From an optimization exercise on the open Yosys and OpenROAD flow, aimed at small area; shortcuts taken in it are not production practice. The RTL was checked by simulation tests, not by an equivalence proof against the original design. Power and IR drop assume default switching activity. The flow treats the clock pin as an ideal source, which a real chip does not have.

==> flow/design.v <==
module fifo #(parameter data_word_size_g = 16,
                        num_fifo_elements_g = 32,
                        reset_pol_g = 1'b0
            )(
            input clk_i, rst_i, clk_en_i, r_en_i, w_en_i,
            input [data_word_size_g-1 : 0] w_data_i,
            output wire [data_word_size_g-1 : 0] r_data_o,
            output wire r_empty_o, w_full_o
            );
    localparam W = data_word_size_g;
    localparam N = num_fifo_elements_g;
    localparam AW = $clog2(N);
    reg [W-1:0] mem [0:N-1];
    reg [W-1:0] r_data_reg;
    reg [AW:0] last;
    wire empty = last[AW];
    wire full  = (last == N - 1);
    wire do_w  = clk_en_i & w_en_i & ~full;
    wire do_r  = clk_en_i & r_en_i & ~empty;
    wire do_w_n = ~do_w;
    wire [W-1:0] mem_d [0:N-1];
    genvar gi, gb;
    generate
        for (gi = 0; gi < N; gi = gi + 1) begin : g_word
            for (gb = 0; gb < W; gb = gb + 1) begin : g_bit
                if (gi == 0) begin : g_in
                    fifo_hold u_hold (.q(mem[gi][gb]), .x(w_data_i[gb]),
                                      .en(do_w), .en_n(do_w_n), .d(mem_d[gi][gb]));
                end else begin : g_shift
                    fifo_hold u_hold (.q(mem[gi][gb]), .x(mem[gi-1][gb]),
                                      .en(do_w), .en_n(do_w_n), .d(mem_d[gi][gb]));
                end
            end
        end
    endgenerate
    integer i;
    always @(posedge clk_i)
        for (i = 0; i < N; i = i + 1)
            mem[i] <= mem_d[i];
    wire [N:0] sel_n, sel;
    fifo_dec #(.AW(AW), .N(N)) u_dec (.a(last[AW-1:0]), .en(do_r), .sel_n(sel_n));
    genvar k;
    generate
        for (k = 0; k <= N; k = k + 1) begin : g_drv
            fifo_inv u_inv (.a(sel_n[k]), .y(sel[k]));
        end
    endgenerate
    wire [W-1:0] rd;
    genvar g, b;
    generate
        for (b = 0; b < W; b = b + 1) begin : g_bit
            wire [N:0] col;
            for (g = 0; g < N; g = g + 1) begin : g_col
                assign col[g] = mem[g][b];
            end
            assign col[N] = r_data_reg[b];
            fifo_rmux1 #(.N(N+1)) u_mux (.sel(sel), .d(col), .q(rd[b]));
        end
    endgenerate
    always @(posedge clk_i)
        r_data_reg <= rd;
    wire inc = do_w & ~do_r;
    wire dec = do_r & ~do_w;
    reg [AW:0] tgl;
    always @* begin
        tgl[0] = inc | dec;
        for (i = 1; i <= AW; i = i + 1)
            tgl[i] = tgl[i-1] & (inc ? last[i-1] : ~last[i-1]);
    end
    always @(posedge clk_i)
        if (rst_i == reset_pol_g)
            last <= {(AW+1){1'b1}};
        else
            last <= last ^ tgl;
    assign r_data_o  = r_data_reg;
    assign w_full_o  = full;
    assign r_empty_o = empty;
endmodule
module fifo_dec #(parameter AW = 5, N = 32) (
    input  [AW-1:0] a,
    input           en,
    output [N:0]    sel_n
    );
    genvar g;
    generate
        for (g = 0; g < N; g = g + 1) begin : g_sel
            assign sel_n[g] = ~(en & (a == g));
        end
    endgenerate
    assign sel_n[N] = en;
endmodule
module fifo_hold (
    input  q, x, en, en_n,
    output d
    );
    assign d = (q | en) & (x | en_n);
endmodule
module fifo_inv (
    input  a,
    output y
    );
    assign y = ~a;
endmodule
module fifo_rmux1 #(parameter N = 33) (
    input  [N-1:0] sel,
    input  [N-1:0] d,
    output         q
    );
    localparam G = (N + 2) / 3;
    wire [3*G-1:0] s = {{(3*G-N){1'b0}}, sel};
    wire [3*G-1:0] x = {{(3*G-N){1'b0}}, d};
    wire [G-1:0] t;
    genvar g;
    generate
        for (g = 0; g < G; g = g + 1) begin : g_grp
            fifo_aoi222 u_aoi (.a0(x[3*g]), .s0(s[3*g]), .a1(x[3*g+1]), .s1(s[3*g+1]),
                               .a2(x[3*g+2]), .s2(s[3*g+2]), .y(t[g]));
        end
    endgenerate
    assign q = ~&t;
endmodule
module fifo_aoi222 (
    input a0, s0, a1, s1, a2, s2,
    output y
    );
    assign y = ~((a0 & s0) | (a1 & s1) | (a2 & s2));
endmodule
==> flow/config.mk <==
export PLATFORM = sky130hd
export DESIGN_NAME = fifo
export DESIGN_NICKNAME = fifo
export VERILOG_FILES = /design/flow/design.v
export SDC_FILE = /design/flow/constraint.sdc
export NUM_CORES = 4
export LEC_CHECK = 0
export CAP_MARGIN = 0
export CORE_MARGIN = 2
export CORE_UTILIZATION = 70
export SLEW_MARGIN = 0
export SYNTH_HIERARCHICAL = 1
==> flow/constraint.sdc <==
create_clock -name core_clock -period 5.0 [get_ports {clk_i}]
set_input_delay 1.0000 -clock core_clock [delete_from_list [all_inputs] [get_ports {clk_i}]]
set_output_delay 1.0000 -clock core_clock [all_outputs]
set_load 0.01 [all_outputs]
standard.sh (not shown) runs the stock make flow with config.mk's settings and CLKGATE_MAP_FILE= SYNTH_SCRIPT=/design/flow/synth_recipe.tcl, a recipe that flattens the netlist after the stock synthesis.
==> flow/flow/run.sh <==
#!/bin/bash
# Layout flow: the standard ORFS flow with two changes.
#  - port buffers use the smallest buffer (buf_1) instead of ORFS's default pick;
#  - clock tree synthesis clusters up to 30 sinks per leaf buffer and inserts
#    no dummy loads.
# Everything else (synthesis, floorplan, power grid, tap cells, placement,
# routing) is the standard flow run by standard.sh.
set -euo pipefail
cd "$(dirname "$0")/.."
export BUFFER_PORTS_ARGS="-buffer_cell sky130_fd_sc_hd__buf_1"
export CTS_ARGS="-sink_clustering_enable -repair_clock_nets -sink_clustering_size 30 -sink_clustering_max_diameter 80 -dont_use_dummy_load"
bash standard.sh > standard_flow.log 2>&1
Rerun with:
--- a/flow/design.v
+++ b/flow/design.v
@@ -14,32 +14,19 @@
     reg [W-1:0] r_data_reg;
     reg [AW:0] last;
     wire empty = last[AW];
     wire full  = (last == N - 1);
     wire do_w  = clk_en_i & w_en_i & ~full;
     wire do_r  = clk_en_i & r_en_i & ~empty;
-    wire do_w_n = ~do_w;
-    wire [W-1:0] mem_d [0:N-1];
-    genvar gi, gb;
-    generate
-        for (gi = 0; gi < N; gi = gi + 1) begin : g_word
-            for (gb = 0; gb < W; gb = gb + 1) begin : g_bit
-                if (gi == 0) begin : g_in
-                    fifo_hold u_hold (.q(mem[gi][gb]), .x(w_data_i[gb]),
-                                      .en(do_w), .en_n(do_w_n), .d(mem_d[gi][gb]));
-                end else begin : g_shift
-                    fifo_hold u_hold (.q(mem[gi][gb]), .x(mem[gi-1][gb]),
-                                      .en(do_w), .en_n(do_w_n), .d(mem_d[gi][gb]));
-                end
-            end
-        end
-    endgenerate
     integer i;
     always @(posedge clk_i)
-        for (i = 0; i < N; i = i + 1)
-            mem[i] <= mem_d[i];
+        if (do_w) begin
+            mem[0] <= w_data_i;
+            for (i = 1; i < N; i = i + 1)
+                mem[i] <= mem[i-1];
+        end
     wire [N:0] sel_n, sel;
     fifo_dec #(.AW(AW), .N(N)) u_dec (.a(last[AW-1:0]), .en(do_r), .sel_n(sel_n));
     genvar k;
     generate
         for (k = 0; k <= N; k = k + 1) begin : g_drv
             fifo_inv u_inv (.a(sel_n[k]), .y(sel[k]));
@@ -56,25 +43,19 @@
             assign col[N] = r_data_reg[b];
             fifo_rmux1 #(.N(N+1)) u_mux (.sel(sel), .d(col), .q(rd[b]));
         end
     endgenerate
     always @(posedge clk_i)
         r_data_reg <= rd;
-    wire inc = do_w & ~do_r;
-    wire dec = do_r & ~do_w;
-    reg [AW:0] tgl;
-    always @* begin
-        tgl[0] = inc | dec;
-        for (i = 1; i <= AW; i = i + 1)
-            tgl[i] = tgl[i-1] & (inc ? last[i-1] : ~last[i-1]);
-    end
     always @(posedge clk_i)
         if (rst_i == reset_pol_g)
             last <= {(AW+1){1'b1}};
-        else
-            last <= last ^ tgl;
+        else if (do_w & ~do_r)
+            last <= last + 1'b1;
+        else if (do_r & ~do_w)
+            last <= last - 1'b1;
     assign r_data_o  = r_data_reg;
     assign w_full_o  = full;
     assign r_empty_o = empty;
 endmodule
 module fifo_dec #(parameter AW = 5, N = 32) (
     input  [AW-1:0] a,
@@ -85,18 +66,12 @@
     generate
         for (g = 0; g < N; g = g + 1) begin : g_sel
             assign sel_n[g] = ~(en & (a == g));
         end
     endgenerate
     assign sel_n[N] = en;
-endmodule
-module fifo_hold (
-    input  q, x, en, en_n,
-    output d
-    );
-    assign d = (q | en) & (x | en_n);
 endmodule
 module fifo_inv (
     input  a,
     output y
     );
     assign y = ~a;
Outcome: The changed run produced a clean layout. Setup slack improves by 0.65 ns. Global-route usage is lower by 3.5 points. Hold slack degrades by 0.034 ns. Clock power barely changes. Routed wire length is lower by 11%. Utilization is higher by 0.16 points. Total power is lower by 15%. Combinational power is lower by 63%. Area after synthesis is higher by 3.9%. Sequential power is lower by 11%.


Another version of the RTL of fifo (not shown whole).
Size: roughly 530 flip-flops, about 39 I/O pins, roughly 19,000 sq um of cells after synthesis.
==> module fifo, before the edit <==
module fifo #(parameter data_word_size_g = 16,
                        num_fifo_elements_g = 32,
                        reset_pol_g = 1'b0
            )(
            input clk_i, rst_i, clk_en_i, r_en_i, w_en_i,
            input [data_word_size_g-1 : 0] w_data_i,
            output wire [data_word_size_g-1 : 0] r_data_o,
            output wire r_empty_o, w_full_o
            );
    localparam W = data_word_size_g;
    localparam N = num_fifo_elements_g;
    localparam AW = $clog2(N);
    reg [W-1:0] mem [0:N-1];
    reg [W-1:0] r_data_reg;
    reg [AW:0] last;
    wire empty = last[AW];
    wire full  = (last == N - 1);
    wire do_w  = clk_en_i & w_en_i & ~full;
    wire do_r  = clk_en_i & r_en_i & ~empty;
    integer i;
    always @(posedge clk_i)
        if (do_w) begin
            mem[0] <= w_data_i;
            for (i = 1; i < N; i = i + 1)
                mem[i] <= mem[i-1];
        end
    wire [N:0] sel;
    fifo_dec #(.AW(AW), .N(N)) u_dec (.a(last[AW-1:0]), .en(do_r), .sel(sel));
    wire [W-1:0] rd;
    genvar g, b;
    generate
        for (b = 0; b < W; b = b + 1) begin : g_bit
            wire [N:0] col;
            for (g = 0; g < N; g = g + 1) begin : g_col
                assign col[g] = mem[g][b];
            end
            assign col[N] = r_data_reg[b];
            fifo_rmux1 #(.N(N+1)) u_mux (.sel(sel), .d(col), .q(rd[b]));
        end
    endgenerate
    always @(posedge clk_i)
        r_data_reg <= rd;
    always @(posedge clk_i)
        if (rst_i == reset_pol_g)
            last <= {(AW+1){1'b1}};
        else if (do_w & ~do_r)
            last <= last + 1'b1;
        else if (do_r & ~do_w)
            last <= last - 1'b1;
    assign r_data_o  = r_data_reg;
    assign w_full_o  = full;
    assign r_empty_o = empty;
endmodule
==> module fifo_dec, before the edit <==
module fifo_dec #(parameter AW = 5, N = 32) (
    input  [AW-1:0] a,
    input           en,
    output [N:0]    sel
    );
    genvar g;
    generate
        for (g = 0; g < N; g = g + 1) begin : g_sel
            assign sel[g] = en & (a == g);
        end
    endgenerate
    assign sel[N] = ~en;
endmodule
Settings: LEC_CHECK=0, CAP_MARGIN=0, CORE_MARGIN=2, CORE_UTILIZATION=70, SLEW_MARGIN=0, SYNTH_HIERARCHICAL=1; clock period 5.0 ns.
Scripts as last shown in full above: flow/flow/run.sh
Next try:
--- a/flow/design.v
+++ b/flow/design.v
@@ -21,14 +21,20 @@
     always @(posedge clk_i)
         if (do_w) begin
             mem[0] <= w_data_i;
             for (i = 1; i < N; i = i + 1)
                 mem[i] <= mem[i-1];
         end
-    wire [N:0] sel;
-    fifo_dec #(.AW(AW), .N(N)) u_dec (.a(last[AW-1:0]), .en(do_r), .sel(sel));
+    wire [N:0] sel_n, sel;
+    fifo_dec #(.AW(AW), .N(N)) u_dec (.a(last[AW-1:0]), .en(do_r), .sel_n(sel_n));
+    genvar k;
+    generate
+        for (k = 0; k <= N; k = k + 1) begin : g_drv
+            fifo_inv u_inv (.a(sel_n[k]), .y(sel[k]));
+        end
+    endgenerate
     wire [W-1:0] rd;
     genvar g, b;
     generate
         for (b = 0; b < W; b = b + 1) begin : g_bit
             wire [N:0] col;
             for (g = 0; g < N; g = g + 1) begin : g_col
@@ -37,35 +43,47 @@
             assign col[N] = r_data_reg[b];
             fifo_rmux1 #(.N(N+1)) u_mux (.sel(sel), .d(col), .q(rd[b]));
         end
     endgenerate
     always @(posedge clk_i)
         r_data_reg <= rd;
+    wire inc = do_w & ~do_r;
+    wire dec = do_r & ~do_w;
+    reg [AW:0] tgl;
+    always @* begin
+        tgl[0] = inc | dec;
+        for (i = 1; i <= AW; i = i + 1)
+            tgl[i] = tgl[i-1] & (inc ? last[i-1] : ~last[i-1]);
+    end
     always @(posedge clk_i)
         if (rst_i == reset_pol_g)
             last <= {(AW+1){1'b1}};
-        else if (do_w & ~do_r)
-            last <= last + 1'b1;
-        else if (do_r & ~do_w)
-            last <= last - 1'b1;
+        else
+            last <= last ^ tgl;
     assign r_data_o  = r_data_reg;
     assign w_full_o  = full;
     assign r_empty_o = empty;
 endmodule
 module fifo_dec #(parameter AW = 5, N = 32) (
     input  [AW-1:0] a,
     input           en,
-    output [N:0]    sel
+    output [N:0]    sel_n
     );
     genvar g;
     generate
         for (g = 0; g < N; g = g + 1) begin : g_sel
-            assign sel[g] = en & (a == g);
+            assign sel_n[g] = ~(en & (a == g));
         end
     endgenerate
-    assign sel[N] = ~en;
+    assign sel_n[N] = en;
+endmodule
+module fifo_inv (
+    input  a,
+    output y
+    );
+    assign y = ~a;
 endmodule
 module fifo_rmux1 #(parameter N = 33) (
     input  [N-1:0] sel,
     input  [N-1:0] d,
     output         q
     );
After rerunning:
- worst setup slack gets worse by 32 ps
- final cell count goes down by 1.0%
- routed wire length falls by 1.5%
- sequential share of layout area grows by 1.0 points
- final area shrinks by 1.3%
- die area came out higher by 0.41%

==> what the ideal ports hide <==
Ports are ideal in the flow. The routed layouts listed here were re-timed in OpenROAD. Step 1: set_driving_cell puts a clkbuf_16 on clk_i and a buf_2 on each other input, an assumption about the parent block. Step 2, shift: input delay + t, output delay - t, t = (earliest + latest rising clock arrival at the registers) / 2. This alone moves slack from input paths to output paths. Slacks: no drivers / after step 1 / after step 2; pairs: no drivers / after step 1.
run	shift t [ns]	slack for setup (ns)	worst setup path at the end	pins driven straight from the clock port
the first run of note 1	0.591	1.377 / 1.377 / 1.172	input to register	1
the second run of note 1	0.585	2.030 / 2.061 / 1.476	input to register	1
the first run of note 2	0.593	2.036 / 2.061 / 1.468	input to register	1
the second run of note 2	0.595	2.004 / 1.999 / 1.439	input to register	1
After both steps setup and hold are still met in every run listed. The setup slack of the first run of note 2, which loses most, moves by +0.025 ns with the drivers and by -0.568 ns with both steps.
